Context: an optimization exercise on an open-source flow, tuned for small area and a short achievable clock period. The choices shown serve that exercise and are no tape-out recipe.
At most, simulation tests tie the RTL to the original design; equivalence was not proved.
Power figures rest on the tool's default switching activity, not on a simulated workload.

## the baseline
==> flow/design.v <==
module fadd_align(a, b, x, y, cin, emax, sa, snov);
input [31:0] a, b;
output [23:0] x, y;
output cin;
output [7:0] emax;
output sa;
output snov;
wire [7:0] ea = a[30:23];
wire [7:0] eb = b[30:23];
wire [7:0] g0 = eb & ~ea;
wire [7:0] e0 = ~(ea ^ eb);
wire [3:0] g1, e1;
wire [1:0] g2, e2;
genvar i;
generate for (i = 0; i < 4; i = i + 1) begin : c1
  assign g1[i] = g0[2*i+1] | (e0[2*i+1] & g0[2*i]);
  assign e1[i] = e0[2*i+1] & e0[2*i];
end endgenerate
generate for (i = 0; i < 2; i = i + 1) begin : c2
  assign g2[i] = g1[2*i+1] | (e1[2*i+1] & g1[2*i]);
  assign e2[i] = e1[2*i+1] & e1[2*i];
end endgenerate
wire b_gt = g2[1] | (e2[1] & g2[0]);
wire eq = e2[1] & e2[0];
wire [7:0] dab = ea - eb;
wire [7:0] dba = eb - ea;
wire [7:0] d = b_gt ? dba : dab;
wire [22:0] fl = b_gt ? b[22:0] : a[22:0];
wire [22:0] fs = b_gt ? a[22:0] : b[22:0];
wire sl = b_gt ? b[31] : a[31];
wire ss = b_gt ? a[31] : b[31];
assign emax = b_gt ? eb : ea;
wire big = |d[7:5];
wire [23:0] m0 = {1'b1, fs};
wire [23:0] t0 = d[0] ? {1'd0, m0[23:1]} : m0;
wire [23:0] t1 = d[1] ? {2'd0, t0[23:2]} : t0;
wire [23:0] t2 = d[2] ? {4'd0, t1[23:4]} : t1;
wire [23:0] t3 = d[3] ? {8'd0, t2[23:8]} : t2;
wire [23:0] t4 = d[4] ? {16'd0, t3[23:16]} : t3;
wire [23:0] S = big ? 24'd0 : t4;
wire szero = (d >= 8'd24);
assign cin = ss;
wire [22:0] orp;   
assign orp[0] = fl[0];
generate for (i = 1; i < 23; i = i + 1) begin : po
  assign orp[i] = orp[i-1] | fl[i];
end endgenerate
assign x[0] = fl[0];
assign x[22:1] = fl[22:1] ^ ({22{sl}} & orp[21:0]);
assign x[23] = ~(sl & orp[22]);
assign y = S ^ {24{ss}};
assign snov = eq ? (a[31] ^ b[31]) : sl;
assign sa = (szero & ss) ? snov : a[31];
endmodule
module fadd_sum(x, y, cin, emax, sa, snov, z);
input [23:0] x, y; input cin; input [7:0] emax; input sa, snov; output [31:0] z;
wire [24:0] g0, p0;
assign g0 = {x & y, cin};
assign p0 = {x ^ y, 1'b0};
wire gg0 = g0[1] | (p0[1] & g0[0]);
wire gg1 = g0[3] | (p0[3] & g0[2]);
wire pp1 = p0[3] & p0[2];
wire gg2 = g0[5] | (p0[5] & g0[4]);
wire pp2 = p0[5] & p0[4];
wire gg3 = g0[7] | (p0[7] & g0[6]);
wire pp3 = p0[7] & p0[6];
wire gg4 = g0[9] | (p0[9] & g0[8]);
wire pp4 = p0[9] & p0[8];
wire gg5 = g0[11] | (p0[11] & g0[10]);
wire pp5 = p0[11] & p0[10];
wire gg6 = g0[13] | (p0[13] & g0[12]);
wire pp6 = p0[13] & p0[12];
wire gg7 = g0[15] | (p0[15] & g0[14]);
wire pp7 = p0[15] & p0[14];
wire gg8 = g0[17] | (p0[17] & g0[16]);
wire pp8 = p0[17] & p0[16];
wire gg9 = g0[19] | (p0[19] & g0[18]);
wire pp9 = p0[19] & p0[18];
wire gg10 = g0[21] | (p0[21] & g0[20]);
wire pp10 = p0[21] & p0[20];
wire gg11 = g0[23] | (p0[23] & g0[22]);
wire pp11 = p0[23] & p0[22];
wire gg12 = g0[2] | (p0[2] & gg0);
wire gg13 = gg1 | (pp1 & gg0);
wire gg14 = g0[6] | (p0[6] & gg2);
wire pp14 = p0[6] & pp2;
wire gg15 = gg3 | (pp3 & gg2);
wire pp15 = pp3 & pp2;
wire gg16 = g0[10] | (p0[10] & gg4);
wire pp16 = p0[10] & pp4;
wire gg17 = gg5 | (pp5 & gg4);
wire pp17 = pp5 & pp4;
wire gg18 = g0[14] | (p0[14] & gg6);
wire pp18 = p0[14] & pp6;
wire gg19 = gg7 | (pp7 & gg6);
wire pp19 = pp7 & pp6;
wire gg20 = g0[18] | (p0[18] & gg8);
wire pp20 = p0[18] & pp8;
wire gg21 = gg9 | (pp9 & gg8);
wire pp21 = pp9 & pp8;
wire gg22 = g0[22] | (p0[22] & gg10);
wire pp22 = p0[22] & pp10;
wire gg23 = gg11 | (pp11 & gg10);
wire pp23 = pp11 & pp10;
wire gg24 = g0[4] | (p0[4] & gg13);
wire gg25 = gg2 | (pp2 & gg13);
wire gg26 = gg14 | (pp14 & gg13);
wire gg27 = gg15 | (pp15 & gg13);
wire gg28 = g0[12] | (p0[12] & gg17);
wire pp28 = p0[12] & pp17;
wire gg29 = gg6 | (pp6 & gg17);
wire pp29 = pp6 & pp17;
wire gg30 = gg18 | (pp18 & gg17);
wire pp30 = pp18 & pp17;
wire gg31 = gg19 | (pp19 & gg17);
wire pp31 = pp19 & pp17;
wire gg32 = g0[20] | (p0[20] & gg21);
wire pp32 = p0[20] & pp21;
wire gg33 = gg10 | (pp10 & gg21);
wire pp33 = pp10 & pp21;
wire gg34 = gg22 | (pp22 & gg21);
wire pp34 = pp22 & pp21;
wire gg35 = gg23 | (pp23 & gg21);
wire pp35 = pp23 & pp21;
wire gg36 = g0[8] | (p0[8] & gg27);
wire gg37 = gg4 | (pp4 & gg27);
wire gg38 = gg16 | (pp16 & gg27);
wire gg39 = gg17 | (pp17 & gg27);
wire gg40 = gg28 | (pp28 & gg27);
wire gg41 = gg29 | (pp29 & gg27);
wire gg42 = gg30 | (pp30 & gg27);
wire gg43 = gg31 | (pp31 & gg27);
wire gg44 = g0[24] | (p0[24] & gg35);
wire pp44 = p0[24] & pp35;
wire gg45 = g0[16] | (p0[16] & gg43);
wire gg46 = gg8 | (pp8 & gg43);
wire gg47 = gg20 | (pp20 & gg43);
wire gg48 = gg21 | (pp21 & gg43);
wire gg49 = gg32 | (pp32 & gg43);
wire gg50 = gg33 | (pp33 & gg43);
wire gg51 = gg34 | (pp34 & gg43);
wire gg52 = gg35 | (pp35 & gg43);
wire gg53 = gg44 | (pp44 & gg43);
wire [22:0] s;
assign s[0] = p0[1] ^ g0[0];
assign s[1] = p0[2] ^ gg0;
assign s[2] = p0[3] ^ gg12;
assign s[3] = p0[4] ^ gg13;
assign s[4] = p0[5] ^ gg24;
assign s[5] = p0[6] ^ gg25;
assign s[6] = p0[7] ^ gg26;
assign s[7] = p0[8] ^ gg27;
assign s[8] = p0[9] ^ gg36;
assign s[9] = p0[10] ^ gg37;
assign s[10] = p0[11] ^ gg38;
assign s[11] = p0[12] ^ gg39;
assign s[12] = p0[13] ^ gg40;
assign s[13] = p0[14] ^ gg41;
assign s[14] = p0[15] ^ gg42;
assign s[15] = p0[16] ^ gg43;
assign s[16] = p0[17] ^ gg45;
assign s[17] = p0[18] ^ gg46;
assign s[18] = p0[19] ^ gg47;
assign s[19] = p0[20] ^ gg48;
assign s[20] = p0[21] ^ gg49;
assign s[21] = p0[22] ^ gg50;
assign s[22] = p0[23] ^ gg51;
wire s24 = gg53;
assign z = {s24 ? sa : snov, emax, s};
endmodule
module float_adder(a, b, z);
input [31:0] a, b;
output [31:0] z;
wire [23:0] x, y;
wire cin, sa, snov;
wire [7:0] emax;
fadd_align u_align(.a(a), .b(b), .x(x), .y(y), .cin(cin), .emax(emax), .sa(sa),
                   .snov(snov));
fadd_sum u_sum(.x(x), .y(y), .cin(cin), .emax(emax), .sa(sa), .snov(snov), .z(z));
endmodule
module fadd_top(clk, a, b, z);
input clk;
input [31:0] a, b;
output [31:0] z;
wire [23:0] x_d, y_d;
wire cin_d, sa_d, snov_d;
wire [7:0] emax_d;
reg [23:0] x_q, y_q;
reg cin_q, sa_q, snov_q;
reg [7:0] emax_q;
fadd_align u_align(.a(a), .b(b), .x(x_d), .y(y_d), .cin(cin_d), .emax(emax_d),
                   .sa(sa_d), .snov(snov_d));
always @(posedge clk) begin
  x_q <= x_d;
  y_q <= y_d;
  cin_q <= cin_d;
  emax_q <= emax_d;
  sa_q <= sa_d;
  snov_q <= snov_d;
end
fadd_sum u_sum(.x(x_q), .y(y_q), .cin(cin_q), .emax(emax_q), .sa(sa_q),
               .snov(snov_q), .z(z));
endmodule
==> flow/config.mk <==
export PLATFORM = sky130hd
export DESIGN_NAME = fadd_top
export DESIGN_NICKNAME = fadd_top
export VERILOG_FILES = /design/flow/design.v
export SDC_FILE = /design/flow/constraint.sdc
export NUM_CORES = 4
export LEC_CHECK = 0
export CAP_MARGIN = 20
export CORE_MARGIN = 2
export CORE_UTILIZATION = 55
export SETUP_SLACK_MARGIN = 3.5
export SLEW_MARGIN = 20
==> flow/constraint.sdc <==
create_clock -name core_clock -period 8.5 [get_ports {clk}]
set_input_delay 1.7000 -clock core_clock [delete_from_list [all_inputs] [get_ports {clk}]]
set_output_delay 1.7000 -clock core_clock [all_outputs]
set_load 0.01 [all_outputs]
standard.sh (not shown) runs the stock make flow with config.mk's settings and CLKGATE_MAP_FILE= SYNTH_SCRIPT=/design/flow/synth_recipe.tcl, a recipe that flattens the netlist after the stock synthesis.
==> flow/flow/run.sh <==
#!/bin/bash
# Standard ORFS layout (the standard.sh), with the I/O port buffers made
# from small buf_1 cells instead of the default clkdlybuf4s50_1 delay cells.
set -euo pipefail
export BUFFER_PORTS_ARGS="-buffer_cell sky130_fd_sc_hd__buf_1"
bash standard.sh > standard_flow.log 2>&1
[inputs] the candidate vs the baseline
diff --git a/flow/design.v b/flow/design.v
--- a/flow/design.v
+++ b/flow/design.v
@@ -29,12 +29,14 @@
 wire [22:0] fs = b_gt ? a[22:0] : b[22:0];
 wire sl = b_gt ? b[31] : a[31];
 wire ss = b_gt ? a[31] : b[31];
 assign emax = b_gt ? eb : ea;
 wire big = |d[7:5];
-wire [23:0] m0 = {1'b1, fs};
-wire [23:0] t0 = d[0] ? {1'd0, m0[23:1]} : m0;
+wire d0 = ea[0] ^ eb[0];
+wire [23:0] ma0 = d0 ? {1'b0, 1'b1, a[22:1]} : {1'b1, a[22:0]};
+wire [23:0] mb0 = d0 ? {1'b0, 1'b1, b[22:1]} : {1'b1, b[22:0]};
+wire [23:0] t0 = b_gt ? ma0 : mb0;
 wire [23:0] t1 = d[1] ? {2'd0, t0[23:2]} : t0;
 wire [23:0] t2 = d[2] ? {4'd0, t1[23:4]} : t1;
 wire [23:0] t3 = d[3] ? {8'd0, t2[23:8]} : t2;
 wire [23:0] t4 = d[4] ? {16'd0, t3[23:16]} : t3;
 wire [23:0] S = big ? 24'd0 : t4;
[summary]
Post-synthesis instance area in the candidate vs the baseline: up 3.4%. Summary of the candidate over the baseline: cell area shows an increase of about 4%, met3 usage shows a reduction of 0.96 points. Going from the baseline to the candidate, wire length increased by about 9% relative to the old numbers; number of cells after detailed placement increased by 2.6% relative to the old numbers; overall power of the completed layout increased by 79 µW relative to the old numbers; post-route worst setup slack decreased by 0.12 ns relative to the old numbers; switching power increased by 54 µW relative to the old numbers. Sort the candidate and the baseline by combinational cell fraction of total power desc -> top: the candidate.
No functional check of the RTL was part of the candidate.

* * *

// fadd_top: RTL as listed in full above, without the edits since
clock: 8.5 ns
lec_check: 0
cap_margin: 20
core_margin: 2
core_utilization: 55
setup_slack_margin: 3.5
slew_margin: 20
==> flow/flow/run.sh <==
#!/bin/bash
# Standard ORFS layout (the standard.sh), with the I/O port buffers made
# from small buf_2 cells instead of the default clkdlybuf4s50_1 delay cells.
set -euo pipefail
export BUFFER_PORTS_ARGS="-buffer_cell sky130_fd_sc_hd__buf_2"
bash standard.sh > standard_flow.log 2>&1
Edit:
--- a/flow/design.v
+++ b/flow/design.v
@@ -29,16 +29,9 @@
 wire [22:0] fs = b_gt ? a[22:0] : b[22:0];
 wire sl = b_gt ? b[31] : a[31];
 wire ss = b_gt ? a[31] : b[31];
 assign emax = b_gt ? eb : ea;
-wire big = |d[7:5];
-wire [23:0] m0 = {1'b1, fs};
-wire [23:0] t0 = d[0] ? {1'd0, m0[23:1]} : m0;
-wire [23:0] t1 = d[1] ? {2'd0, t0[23:2]} : t0;
-wire [23:0] t2 = d[2] ? {4'd0, t1[23:4]} : t1;
-wire [23:0] t3 = d[3] ? {8'd0, t2[23:8]} : t2;
-wire [23:0] t4 = d[4] ? {16'd0, t3[23:16]} : t3;
-wire [23:0] S = big ? 24'd0 : t4;
+wire [23:0] S = {1'b1, fs} >> d;
 wire szero = (d >= 8'd24);
 assign cin = ss;
 wire [22:0] orp;   
 assign orp[0] = fl[0];
Combinational power increases by 2.9%.
Sequential share of layout area decreases by 0.77 points.
Non-clock buffer count increases by 5.
Utilization decreases by 0.80 points.
Sequential power barely changes.
Worst setup slack improved by 0.044 ns.
Wire length increases by 9.0%.
Final cell count increases by 5.0%.
Total power decreases by 1.2%.
Worst hold slack got worse by 0.014 ns.
Design area increases by 3.9%.
Via count increases by 9.1%.
Function not checked in the second run of this note: the RTL went through the layout flow alone.

* * *

## main
Starts from the design.v that is shown in full above.
==> flow/config.mk <==
export PLATFORM = sky130hd
export DESIGN_NAME = fadd_top
export DESIGN_NICKNAME = fadd_top
export VERILOG_FILES = /design/flow/design.v
export SDC_FILE = /design/flow/constraint.sdc
export NUM_CORES = 4
export LEC_CHECK = 0
export CAP_MARGIN = 20
export CORE_MARGIN = 2
export CORE_UTILIZATION = 70
export SETUP_SLACK_MARGIN = 3.5
export SLEW_MARGIN = 20
==> flow/constraint.sdc <==
create_clock -name core_clock -period 8.5 [get_ports {clk}]
set_input_delay 1.7000 -clock core_clock [delete_from_list [all_inputs] [get_ports {clk}]]
set_output_delay 1.7000 -clock core_clock [all_outputs]
set_load 0.01 [all_outputs]
==> flow/flow/run.sh <==
#!/bin/bash
# Standard ORFS layout (the standard.sh), with the I/O port buffers made
# from small buf_1 cells instead of the default clkdlybuf4s50_1 delay cells.
set -euo pipefail
export BUFFER_PORTS_ARGS="-buffer_cell sky130_fd_sc_hd__buf_1"
bash standard.sh > standard_flow.log 2>&1
Setup changes, main to the feature branch
diff --git a/flow/design.v b/flow/design.v
--- a/flow/design.v
+++ b/flow/design.v
@@ -1,7 +1,8 @@
-module fadd_align(a, b, x, y, cin, emax, sa, snov);
+module fadd_align(a, b, x, p, cin, emax, sa, snov);
 input [31:0] a, b;
-output [23:0] x, y;
+output [23:0] x;
+output [23:0] p;    
 output cin;
 output [7:0] emax;
 output sa;
 output snov;
@@ -47,17 +48,17 @@
 end endgenerate
 assign x[0] = fl[0];
 assign x[22:1] = fl[22:1] ^ ({22{sl}} & orp[21:0]);
 assign x[23] = ~(sl & orp[22]);
-assign y = S ^ {24{ss}};
+assign p = S ^ x ^ {24{ss}};
 assign snov = eq ? (a[31] ^ b[31]) : sl;
 assign sa = (szero & ss) ? snov : a[31];
 endmodule
-module fadd_sum(x, y, cin, emax, sa, snov, z);
-input [23:0] x, y; input cin; input [7:0] emax; input sa, snov; output [31:0] z;
+module fadd_sum(x, p, cin, emax, sa, snov, z);
+input [23:0] x, p; input cin; input [7:0] emax; input sa, snov; output [31:0] z;
 wire [24:0] g0, p0;
-assign g0 = {x & y, cin};
-assign p0 = {x ^ y, 1'b0};
+assign g0 = {x & ~p, cin};
+assign p0 = {p, 1'b0};
 wire gg0 = g0[1] | (p0[1] & g0[0]);
 wire gg1 = g0[3] | (p0[3] & g0[2]);
 wire pp1 = p0[3] & p0[2];
 wire gg2 = g0[5] | (p0[5] & g0[4]);
@@ -170,34 +171,34 @@
 endmodule
 module float_adder(a, b, z);
 input [31:0] a, b;
 output [31:0] z;
-wire [23:0] x, y;
+wire [23:0] x, p;
 wire cin, sa, snov;
 wire [7:0] emax;
-fadd_align u_align(.a(a), .b(b), .x(x), .y(y), .cin(cin), .emax(emax), .sa(sa),
+fadd_align u_align(.a(a), .b(b), .x(x), .p(p), .cin(cin), .emax(emax), .sa(sa),
                    .snov(snov));
-fadd_sum u_sum(.x(x), .y(y), .cin(cin), .emax(emax), .sa(sa), .snov(snov), .z(z));
+fadd_sum u_sum(.x(x), .p(p), .cin(cin), .emax(emax), .sa(sa), .snov(snov), .z(z));
 endmodule
 module fadd_top(clk, a, b, z);
 input clk;
 input [31:0] a, b;
 output [31:0] z;
-wire [23:0] x_d, y_d;
+wire [23:0] x_d, p_d;
 wire cin_d, sa_d, snov_d;
 wire [7:0] emax_d;
-reg [23:0] x_q, y_q;
+reg [23:0] x_q, p_q;
 reg cin_q, sa_q, snov_q;
 reg [7:0] emax_q;
-fadd_align u_align(.a(a), .b(b), .x(x_d), .y(y_d), .cin(cin_d), .emax(emax_d),
+fadd_align u_align(.a(a), .b(b), .x(x_d), .p(p_d), .cin(cin_d), .emax(emax_d),
                    .sa(sa_d), .snov(snov_d));
 always @(posedge clk) begin
   x_q <= x_d;
-  y_q <= y_d;
+  p_q <= p_d;
   cin_q <= cin_d;
   emax_q <= emax_d;
   sa_q <= sa_d;
   snov_q <= snov_d;
 end
-fadd_sum u_sum(.x(x_q), .y(y_q), .cin(cin_q), .emax(emax_q), .sa(sa_q),
+fadd_sum u_sum(.x(x_q), .p(p_q), .cin(cin_q), .emax(emax_q), .sa(sa_q),
                .snov(snov_q), .z(z));
 endmodule
==> comparison <==
Per the comparison of the feature branch with main, total length of routed met2 wires went up 15%, relative area change from synthesis to final layout went down 3.6 points, worst setup slack went down 0.017 ns, number of non-clock inverters in the layout held.
Relative to main, worst hold slack decreased by 0.042 ns in the feature branch.
| area of placed instances | the feature branch vs main | 7.1% higher |
Summary of the feature branch over main: inserted tap cell count went up 3, final standard cell count with taps included and fillers excluded grew by 27, synthesized cell count has increased, utilization fell 2.0 points.
Number of nets produced by synthesis, the feature branch vs main: up slightly
No functional check of the RTL was part of the feature branch.

-- re-timing with driven ports --
No port has a modelled driver above. Below, the same layouts with a new extraction and two added sets of constraints. Step 1 assumes that a clkbuf_16 drives the clock port and a buf_2 every other input. Step 2 adds t to the input delays and takes it off the output delays; t is the mean of the earliest and latest rising clock arrival at the registers after step 1. Input paths then give back, and output paths get back, about the clock's delay inside the block. Slacks: no drivers / after step 1 / after step 2; pairs: no drivers / after step 1.
| run | t (ns) | setup WS [ns] | hold slack, ns | worst setup path after step 2 | worst data-port slew with drivers (ns) |
|---|---|---|---|---|---|
| the baseline | 0.391 | 3.581 / 3.546 / 3.373 | 1.570 / 1.560 / 1.951 | input to register | 0.04 |
| the candidate | 0.389 | 3.462 / 3.428 / 3.195 | 1.569 / 1.556 / 1.945 | input to register | 0.04 |
| the first run of note 2 | 0.378 | 3.595 / 3.560 / 3.314 | 1.577 / 1.566 / 1.944 | input to register | 0.04 |
| the second run of note 2 | 0.390 | 3.639 / 3.604 / 3.284 | 1.563 / 1.549 / 1.939 | input to register | 0.04 |
| main | 0.364 | 3.610 / 3.579 / 3.285 | 1.624 / 1.615 / 1.979 | input to register | 0.04 |
| the feature branch | 0.388 | 3.593 / 3.606 / 3.218 | 1.582 / 1.572 / 1.960 | input to register | 0.04 |
After both steps setup and hold are still met in every run listed. The setup slack of the feature branch, which loses most, moves by +0.013 ns with the drivers and by -0.375 ns with both steps.
